This is an optimization exercise on Yosys and OpenROAD, whose aim is small area, a short achievable clock period and few clock cycles, not a production implementation. At most, simulation tests tie the RTL to the original design; equivalence was not proved. Power and IR drop assume default switching activity.

==> job 3782 <==
==> flow/design.v (excerpt) <==
module JAM (
input CLK,
input RST,
output reg [2:0] W,
output reg [2:0] J,
input [6:0] Cost,
output reg [3:0] MatchCount,
output reg [9:0] MinCost,
output reg Valid );
export LEC_CHECK = 0
export CAP_MARGIN = 20
export CORE_MARGIN = 2
export CORE_UTILIZATION = 40
export SETUP_SLACK_MARGIN = 2.7
export SLEW_MARGIN = 20
export TNS_END_PERCENT = 100
create_clock -name core_clock -period 5.0 [get_ports {CLK}]
run.sh (not shown) runs the stock make flow with config.mk's settings and CLKGATE_MAP_FILE= SYNTH_SCRIPT=/design/flow/synth_recipe.tcl, a recipe that flattens the netlist after the stock synthesis.
==> inputs of job 7915, as changes to job 3782 <==
--- a/flow/design.v
+++ b/flow/design.v
@@ -1208,25 +1208,25 @@
 always @(posedge CLK) begin
   BV4 <= ({9{BF4_m0}} & BU4_0) | ({9{BF4_m1}} & BU4_1) | ({9{BF4_m2}} & BU4_2) | ({9{BF4_m3}} & BU4_3);
   BCA <= (BF4_m0 & BF4_m1) ? BN01 : BF4_m0 ? {1'b0, BN3_0} : BF4_m1 ? {1'b0, BN3_1} : 4'd0;
   BCB <= (BF4_m2 & BF4_m3) ? BN23 : BF4_m2 ? {1'b0, BN3_2} : BF4_m3 ? {1'b0, BN3_3} : 4'd0;
 end
-wire [3:0] Fn = TCA + TCB;
-wire [3:0] Gn = BCA + BCB;
-reg [9:0] tot; reg [3:0] totn;
+reg [9:0] tot; reg [3:0] Fn, Gn;
 always @(posedge CLK) begin
   tot <= {1'b0, TV4} + {1'b0, BV4};
-  totn <= mul16(Fn, Gn);
+  Fn <= TCA + TCB;
+  Gn <= BCA + BCB;
 end
+wire [3:0] totn = mul16(Fn, Gn);
 reg [9:0] mc; reg [3:0] mn;
 wire [1:0] tc = cmp10(tot, mc);
 wire ld = fst[7] || (ev[7] && tc[1]);
 wire acc = ev[7] && tc[0];
 wire [9:0] mc_n = ld ? tot : mc;
 wire [3:0] mn_n = ld ? totn : acc ? mn + totn : mn;
 always @(posedge CLK) begin
   mc <= mc_n; mn <= mn_n;
-  if (ld) MinCost <= tot;
-  if (ld) MatchCount <= totn; else if (acc) MatchCount <= MatchCount + totn;
+  MinCost <= RST ? 10'd0 : mc_n;
+  MatchCount <= RST ? 4'd0 : mn_n;
   Valid <= RST ? 1'b0 : (Valid | lst[7]);
 end
 endmodule
Settings changed: ABC_AREA set to 1, PLACE_DENSITY set to 0.7, SETUP_SLACK_MARGIN 2.7 to 2.8.
==> inputs of job 4945, as changes to job 3782 <==
--- a/flow/design.v
+++ b/flow/design.v
@@ -1208,25 +1208,25 @@
 always @(posedge CLK) begin
   BV4 <= ({9{BF4_m0}} & BU4_0) | ({9{BF4_m1}} & BU4_1) | ({9{BF4_m2}} & BU4_2) | ({9{BF4_m3}} & BU4_3);
   BCA <= (BF4_m0 & BF4_m1) ? BN01 : BF4_m0 ? {1'b0, BN3_0} : BF4_m1 ? {1'b0, BN3_1} : 4'd0;
   BCB <= (BF4_m2 & BF4_m3) ? BN23 : BF4_m2 ? {1'b0, BN3_2} : BF4_m3 ? {1'b0, BN3_3} : 4'd0;
 end
-wire [3:0] Fn = TCA + TCB;
-wire [3:0] Gn = BCA + BCB;
-reg [9:0] tot; reg [3:0] totn;
+reg [9:0] tot; reg [3:0] Fn, Gn;
 always @(posedge CLK) begin
   tot <= {1'b0, TV4} + {1'b0, BV4};
-  totn <= mul16(Fn, Gn);
+  Fn <= TCA + TCB;
+  Gn <= BCA + BCB;
 end
+wire [3:0] totn = mul16(Fn, Gn);
 reg [9:0] mc; reg [3:0] mn;
 wire [1:0] tc = cmp10(tot, mc);
 wire ld = fst[7] || (ev[7] && tc[1]);
 wire acc = ev[7] && tc[0];
 wire [9:0] mc_n = ld ? tot : mc;
 wire [3:0] mn_n = ld ? totn : acc ? mn + totn : mn;
 always @(posedge CLK) begin
   mc <= mc_n; mn <= mn_n;
-  if (ld) MinCost <= tot;
-  if (ld) MatchCount <= totn; else if (acc) MatchCount <= MatchCount + totn;
+  MinCost <= RST ? 10'd0 : mc_n;
+  MatchCount <= RST ? 4'd0 : mn_n;
   Valid <= RST ? 1'b0 : (Valid | lst[7]);
 end
 endmodule
Settings changed: ABC_AREA set to 1, CTS_CLUSTER_DIAMETER set to 150, CTS_CLUSTER_SIZE set to 25, PLACE_DENSITY set to 0.65, SETUP_SLACK_MARGIN 2.7 to 2.8.
==> comparison table <==
                                                                 job 3782                 job 4945                 job 7915
Outcome                                           complete, no violations  complete, no violations  complete, no violations
Register bit total from synthesis                                    1469                     1483                     1483
Number of well-tap cells placed                                      2072                     2160                     2160
Post-route met1 wirelength                                        81.0 mm                  80.1 mm                  77.9 mm
Relative slew margins                                               0.371                    0.429                    0.438
Logic inverters                                                       744                      953                      953
Placed inst area                                             0.0665 sq mm             0.0672 sq mm             0.0672 sq mm
Routed length per instance                                        19.9 um                  17.9 um                  17.7 um
Critical Path AT                                                  3.18 ns                  2.79 ns                  1.25 ns
Layout area overhead                                                17.1%                    9.57%                    14.5%
Final core utilization                                              0.472                    0.441                    0.460
Drt initial violations                                               2898                     3034                     3686
Non-clock buffer contribution to total cell area                   0.0143                   0.0117                   0.0108
Number of flip-flops and latches                                     1469                     1483                     1483
Testbench counts of job 7915, summed over its fixed seeds: cycles 5,392.
Testbench counts of job 4945, summed over its fixed seeds: cycles 5,392.
For job 3782, only the layout was checked, not whether the RTL still works.

* * *

==> inputs of v32 <==
JAM, a different RTL version from the one above (not shown whole).
clock: 5.0 ns
lec_check: 0
cap_margin: 20
core_margin: 2
core_utilization: 40
setup_slack_margin: 2.5
slew_margin: 20
tns_end_percent: 100
==> v26: changes against v32 <==
--- a/flow/design.v
+++ b/flow/design.v
@@ -80,84 +80,85 @@
 reg [6:0] R5_0, R5_1, R5_2, R5_3, R5_4, R5_5, R5_6, R5_7;
 reg [6:0] R6_0, R6_1, R6_2, R6_3, R6_4, R6_5, R6_6, R6_7;
 reg [6:0] R7_0, R7_1, R7_2, R7_3, R7_4, R7_5, R7_6, R7_7;
 always @(posedge CLK) begin
   R0_0 <= R0_1;
   R0_1 <= R0_2;
   R0_2 <= R0_3;
   R0_3 <= R0_4;
-  R0_4 <= R0_5;
   R0_5 <= R0_6;
   R0_6 <= R0_7;
-  R0_7 <= (reading && W == 3'd0) ? Cost : R0_0;
+  R0_7 <= R0_0;
+  R0_4 <= (reading && W == 3'd0) ? Cost : R0_5;
   R1_0 <= R1_1;
   R1_1 <= R1_2;
   R1_2 <= R1_3;
   R1_3 <= R1_4;
-  R1_4 <= R1_5;
   R1_5 <= R1_6;
   R1_6 <= R1_7;
-  R1_7 <= (reading && W == 3'd1) ? Cost : R1_0;
+  R1_7 <= R1_0;
+  R1_4 <= (reading && W == 3'd1) ? Cost : R1_5;
   R2_0 <= R2_1;
   R2_1 <= R2_2;
   R2_2 <= R2_3;
   R2_3 <= R2_4;
-  R2_4 <= R2_5;
   R2_5 <= R2_6;
   R2_6 <= R2_7;
-  R2_7 <= (reading && W == 3'd2) ? Cost : R2_0;
+  R2_7 <= R2_0;
+  R2_4 <= (reading && W == 3'd2) ? Cost : R2_5;
   R3_0 <= R3_1;
   R3_1 <= R3_2;
   R3_2 <= R3_3;
   R3_3 <= R3_4;
-  R3_4 <= R3_5;
   R3_5 <= R3_6;
   R3_6 <= R3_7;
-  R3_7 <= (reading && W == 3'd3) ? Cost : R3_0;
+  R3_7 <= R3_0;
+  R3_4 <= (reading && W == 3'd3) ? Cost : R3_5;
   R4_0 <= R4_1;
   R4_1 <= R4_2;
   R4_2 <= R4_3;
   R4_3 <= R4_4;
-  R4_4 <= R4_5;
   R4_5 <= R4_6;
   R4_6 <= R4_7;
-  R4_7 <= (reading && W == 3'd4) ? Cost : R4_0;
+  R4_7 <= R4_0;
+  R4_4 <= (reading && W == 3'd4) ? Cost : R4_5;
   R5_0 <= R5_1;
   R5_1 <= R5_2;
   R5_2 <= R5_3;
   R5_3 <= R5_4;
-  R5_4 <= R5_5;
   R5_5 <= R5_6;
   R5_6 <= R5_7;
-  R5_7 <= (reading && W == 3'd5) ? Cost : R5_0;
+  R5_7 <= R5_0;
+  R5_4 <= (reading && W == 3'd5) ? Cost : R5_5;
   R6_0 <= R6_1;
   R6_1 <= R6_2;
   R6_2 <= R6_3;
   R6_3 <= R6_4;
-  R6_4 <= R6_5;
   R6_5 <= R6_6;
   R6_6 <= R6_7;
-  R6_7 <= (reading && W == 3'd6) ? Cost : R6_0;
+  R6_7 <= R6_0;
+  R6_4 <= (reading && W == 3'd6) ? Cost : R6_5;
   R7_0 <= R7_1;
   R7_1 <= R7_2;
   R7_2 <= R7_3;
   R7_3 <= R7_4;
-  R7_4 <= R7_5;
   R7_5 <= R7_6;
   R7_6 <= R7_7;
-  R7_7 <= (reading && W == 3'd7) ? Cost : R7_0;
+  R7_7 <= R7_0;
+  R7_4 <= (reading && W == 3'd7) ? Cost : R7_5;
 end
-wire ev0 = (cnt >= 8'd61) && (cnt < 8'd131);
-wire last0 = (cnt == 8'd130);
-reg [7:1] ev, lst;
+wire ev0 = (cnt >= 8'd57) && (cnt < 8'd127);
+wire last0 = (cnt == 8'd126);
+wire first0 = (cnt == 8'd57);
+reg [7:1] ev, lst, fst;
 always @(posedge CLK or posedge RST)
-  if (RST) begin ev <= 7'd0; lst <= 7'd0; end
-  else begin ev <= {ev[6:1], ev0}; lst <= {lst[6:1], last0}; end
-wire [7:0] kn = cntn - 8'd60;
+  if (RST) begin ev <= 7'd0; lst <= 7'd0; fst <= 7'd0; end
+  else begin ev <= {ev[6:1], ev0}; lst <= {lst[6:1], last0}; fst <= {fst[6:1], first0}; end
+wire [7:0] kn = cntn - 8'd56;
 reg [3:0] patn;
 always @(*) begin
   case (kn)
     8'd0: patn = 4'd0;
     8'd1: patn = 4'd0;
     8'd2: patn = 4'd0;
     8'd3: patn = 4'd0;
     8'd4: patn = 4'd0;
@@ -945,26 +946,20 @@
 wire [3:0] Bn = ({4{BM4[0]}} & {1'b0, BN4_0}) + ({4{BM4[1]}} & {1'b0, BN4_1}) + ({4{BM4[2]}} & {1'b0, BN4_2}) + ({4{BM4[3]}} & {1'b0, BN4_3});
 reg [9:0] tot; reg [3:0] Fn, Gn;
 always @(posedge CLK) begin
   tot <= TV4 + BV4;
   Fn <= Tn; Gn <= Bn;
 end
 wire [3:0] totn = Fn * Gn;
 wire [1:0] tc = cmp10(tot, MinCost);
-always @(posedge CLK or posedge RST) begin
-  if (RST) begin
-    MinCost <= 10'd1023;
-    MatchCount <= 4'd0;
-    Valid <= 1'b0;
-  end else begin
-    if (ev[7]) begin
-      if (tc[1]) begin
-        MinCost <= tot;
-        MatchCount <= totn;
-      end else if (tc[0]) begin
-        MatchCount <= MatchCount + totn;
-      end
-    end
-    if (lst[7]) Valid <= 1'b1;
+always @(posedge CLK) begin
+  if (fst[7] || (ev[7] && tc[1])) begin
+    MinCost <= tot;
+    MatchCount <= totn;
+  end else if (ev[7] && tc[0]) begin
+    MatchCount <= MatchCount + totn;
   end
 end
+always @(posedge CLK or posedge RST)
+  if (RST) Valid <= 1'b0;
+  else if (lst[7]) Valid <= 1'b1;
 endmodule
Settings changed: CORE_UTILIZATION 40 to 60, PLACE_DENSITY set to 0.75.
==> comparison <==
In v26 the sequential cell count is higher than in v32, by 7.
Of v26 and v32, v26 has the higher sequential share of layout area (gap 0.57 points).
Combinational power is about the same in v26 and v32.
Of v32 and v26, v26 has the higher area after synthesis (gap 2.0%, measured against v26).
Against v32, the critical path depth of v26 is higher by 7.
In v26 the global-route usage is higher than in v32, by 9.3 points.
Against v32, the non-clock buffer count of v26 is lower by 37.
Against v26, the hold slack of v32 is worse by 21 ps.
Final cell count: v32 is higher than v26 (6.5%).
==> figures <==
|  | v32 | v26 |
|---|---|---|
| Final #Nets | 7220 | 7372 |
| Worst hold slack across all endpoints | 294 ps | 315 ps |
| Routed wirelength normalized by instance count | 19.7 um | 20.9 um |
| Internal reg-to-reg setup slack | 2550 ps | 2540 ps |
| Post-detailed-route via-to-cell ratio | 5.03 | 5.66 |
| Proportion of netlist area held by the largest area contributor | 0.454 | 0.445 |
| Quantity of gates resized following cts | 104 | 36 |
| Met2 demand-to-capacity share in global routing | 0.330 | 0.476 |
| Worst Setup SP | MinCost[8] | R4_7[1] |
| Via count | 42500 | 44900 |
| Routed length on met1 | 79.5 mm | 74.8 mm |
| Status | no timing/DRC/antenna violations | no timing/DRC/antenna violations |
| Global-route track usage on met3 | 0.0281 | 0.0399 |
| Clock period minus final worst setup slack | 2470 ps | 2460 ps |
| Well Taps | 2072 | 1403 |
| Gate Count Post-Synth | 6085 | 6274 |
| Cell area after placement | 66500 um^2 | 66900 um^2 |
| Number of ordinary inverters in the final layout | 697 | 679 |
| Sequential cell area fraction in the yosys report | 0.471 | 0.465 |
Testbench counts of v26, summed over its fixed seeds: cycles 5,392.
Function not checked in v32: the RTL went through the layout flow alone.

## separate check: timing with driven ports
The results above use ideal ports. As a check the final layouts listed here were re-extracted and re-timed, cells and wires unchanged. Step 1, drivers: a clkbuf_16 drives CLK and a buf_2 each remaining input, both assumed. Step 2 adds t to the input delays and takes it off the output delays; t is the mean of the earliest and latest rising clock arrival at the registers after step 1. Input paths then give back, and output paths get back, about the clock's delay inside the block. a / b / c = no drivers / after step 1 / after step 2; a / b = the first two.
run | t, ns | slack for setup (ns) | worst hold slack (ns) | latest minus earliest clock arrival (ns) | cell pins on the clock port's net
job 3782 | 0.843 | 2.490 / 2.490 / 2.393 | 0.311 / 0.311 / 0.311 | 0.040 / 0.041 | 1
job 7915 | 0.858 | 2.751 / 2.676 / 2.615 | 0.321 / 0.321 / 0.321 | 0.055 / 0.056 | 1
job 4945 | 0.783 | 2.821 / 2.744 / 2.385 | 0.312 / 0.312 / 0.312 | 0.037 / 0.036 | 1
v32 | 0.856 | 2.530 / 2.454 / 2.275 | 0.294 / 0.294 / 0.294 | 0.053 / 0.052 | 1
v26 | 0.820 | 2.537 / 2.475 / 2.318 | 0.315 / 0.315 / 0.315 | 0.025 / 0.025 | 1
After both steps setup and hold are still met in every run listed. For job 4945, which loses most, drivers alone change the setup slack by -0.077 ns; drivers and shift together by -0.436 ns. The worst setup slack also covers recovery checks on asynchronous resets.
